Background: an optimization exercise with open tools, aiming at small area and a short achievable clock period. Do not read the settings as production practice. At most, simulation tests tie the RTL to the original design; equivalence was not proved. Power is estimated from default activity; no workload was simulated.

## ex2_1
module ex2_1 (
  input               clk, rst, validi,
  input        [31:0] data_in,
  output logic        valido,
  output logic [31:0] data_out
);
Settings: LEC_CHECK=0, CAP_MARGIN=20, CORE_MARGIN=2, CORE_UTILIZATION=40, SLEW_MARGIN=20, TNS_END_PERCENT=5; clock period 10.0 ns.
standard.sh (not shown) runs the stock make flow with config.mk's settings and CLKGATE_MAP_FILE= SYNTH_SCRIPT=/design/flow/synth_recipe.tcl, a recipe that flattens the netlist after the stock synthesis.
==> flow/flow/run.sh <==
#!/bin/bash
# The standard layout (standard.sh), with two changes:
#  - after the standard synthesis, fapol.py removes inverters between full-adder
#    cells by choosing the polarity each full adder computes in (a full adder is
#    self-dual); registers and everything else are left as synthesis made them;
#  - port buffers start as the smallest buffer (repair sizes them up as needed);
#  - repair_timing is asked for a larger setup margin.
set -e
NET=$PWD/orfs/results/sky130hd/ex2_1/base/1_2_yosys.v
bash standard.sh $NET > synth.log 2>&1
cp $NET 1_2_yosys.orig.v
python3 flow/fapol.py 1_2_yosys.orig.v $NET > fapol.log 2>&1
export SETUP_SLACK_MARGIN=5.5
export BUFFER_PORTS_ARGS="-buffer_cell sky130_fd_sc_hd__buf_1"
bash standard.sh > standard.log 2>&1
Other scripts of this flow, unchanged in this note and not shown: flow/flow/fapol.py
The starting point passed the timing, design-rule and antenna checks.
Then changed:
--- a/flow/flow/run.sh
+++ b/flow/flow/run.sh
@@ -14 +14 @@
-export BUFFER_PORTS_ARGS="-buffer_cell sky130_fd_sc_hd__buf_1"
+export BUFFER_PORTS_ARGS="-buffer_cell sky130_fd_sc_hd__buf_2"
Power increases by about 1%.
Clock power rises by about 5.5%.
Routed wire length came out higher by 0.63%.
Design area is about the same.
Hold slack gains 0.0032 ns.
Count of clock-buffer cells in the layout came out higher by 2.
Synthesized cell count is unchanged.
Setup slack improved by 0.031 ns.
Global-route usage came out higher by 0.20 points.
Then changed:
--- a/flow/flow/run.sh
+++ b/flow/flow/run.sh
@@ -14 +14 @@
-export BUFFER_PORTS_ARGS="-buffer_cell sky130_fd_sc_hd__buf_2"
+export BUFFER_PORTS_ARGS="-buffer_cell sky130_fd_sc_hd__buf_1"
Settings changed: CELL_PAD_IN_SITES_DETAIL_PLACEMENT from default to 0, CELL_PAD_IN_SITES_GLOBAL_PLACEMENT from default to 0.
Outcome: Area after synthesis does not change. Cell area is about the same. Combinational power stays flat. Synthesized cell count does not change. Critical path depth does not change. Via count is about the same. Routed wire length went down slightly. Sequential share of layout area stays flat. Setup slack degrades by 0.031 ns. Final cell count rises slightly. Die area does not change.
Then changed:
Settings changed: CELL_PAD_IN_SITES_DETAIL_PLACEMENT 0 to default, CELL_PAD_IN_SITES_GLOBAL_PLACEMENT 0 to default, TNS_END_PERCENT 5 to 20.
=> The new run completed with no timing, DRC or antenna violations. Utilization came out higher by 0.22 points. Power climbs by 0.34%. Synthesized area is unchanged. Global-route usage rises by 0.35 points.

---

Another version of the RTL of ex2_1 (not shown whole).
For scale: ~1800 cells after synthesis, roughly 68 I/O pins, ~17000 um^2 of cells after synthesis.
clock: 10.0 ns
lec_check: 0
cap_margin: 20
core_margin: 2
core_utilization: 40
setup_slack_margin: 5
slew_margin: 20
run.sh (not shown) runs the stock make flow with config.mk's settings and CLKGATE_MAP_FILE= SYNTH_SCRIPT=/design/flow/synth_recipe.tcl, a recipe that flattens the netlist after the stock synthesis.
Stock flow here: none of the scripts above is used.
Edit:
==> flow/flow/run.sh (new file) <==
#!/bin/bash
# Standard layout, with repair_timing asked for a larger setup margin.
cp standard.sh standard_copy.sh.txt
export SETUP_SLACK_MARGIN=6.5
bash standard.sh > standard.log 2>&1
==> flow/standard.sh (new file) <==
#!/bin/bash
# synth_recipe.tcl (not shown) runs the flow's synth.tcl, then flattens the netlist and writes it again
# the make line also repeats each setting of config.mk as NAME=value (left out here)
make -C /OpenROAD-flow-scripts/flow DESIGN_CONFIG=/design/flow/config.mk WORK_HOME=/design/flow/orfs CLKGATE_MAP_FILE= SYNTH_SCRIPT=/design/flow/synth_recipe.tcl "${@:-finish}"
Settings changed: SETUP_SLACK_MARGIN 5 to not set.
removed: flow/run.sh
Synthesized cell count is unchanged.
Sequential cell count stays the same.
Worst setup slack is better by 0.024 ns.
Utilization went up by 5.3 points.
Global-route usage went up by 1.3 points.
Routed wire length went up by about 5.4%.
Fmax went up by about 0.44%.
Worst hold slack stays flat.
Area after synthesis is unchanged.
No functional check of the RTL was part of any run of this note.

-- static timing again, ports no longer ideal --
The results above use ideal ports. As a check the final layouts listed here were re-extracted and re-timed, cells and wires unchanged.
Step 1 assumes that a clkbuf_16 drives the clock port and a buf_2 every other input.
Step 2 also shifts input and output timing later by t, the mid clock arrival at the registers, as if the neighbouring blocks saw the same clock.
Slacks: ideal ports / drivers / drivers and shift; pairs: ideal ports / drivers.
| run | t (ns) | setup WS [ns] | worst setup path at the end | cell pins on the clock port's net |
|---|---|---|---|---|
| the first run of note 1 | 0.502 | 4.882 / 4.828 / 5.075 | register to register | 1 |
| the second run of note 1 | 0.502 | 4.913 / 4.860 / 4.921 | register to register | 1 |
| the third run of note 1 | 0.502 | 4.882 / 4.828 / 5.075 | register to register | 1 |
| the fourth run of note 1 | 0.503 | 4.915 / 4.860 / 5.080 | register to register | 1 |
| the first run of note 2 | 0.512 | 4.586 / 4.531 / 4.645 | input to register | 1 |
| the second run of note 2 | 0.530 | 4.609 / 4.554 / 5.084 | register to output | 1 |
After both steps every run listed still meets setup and hold.
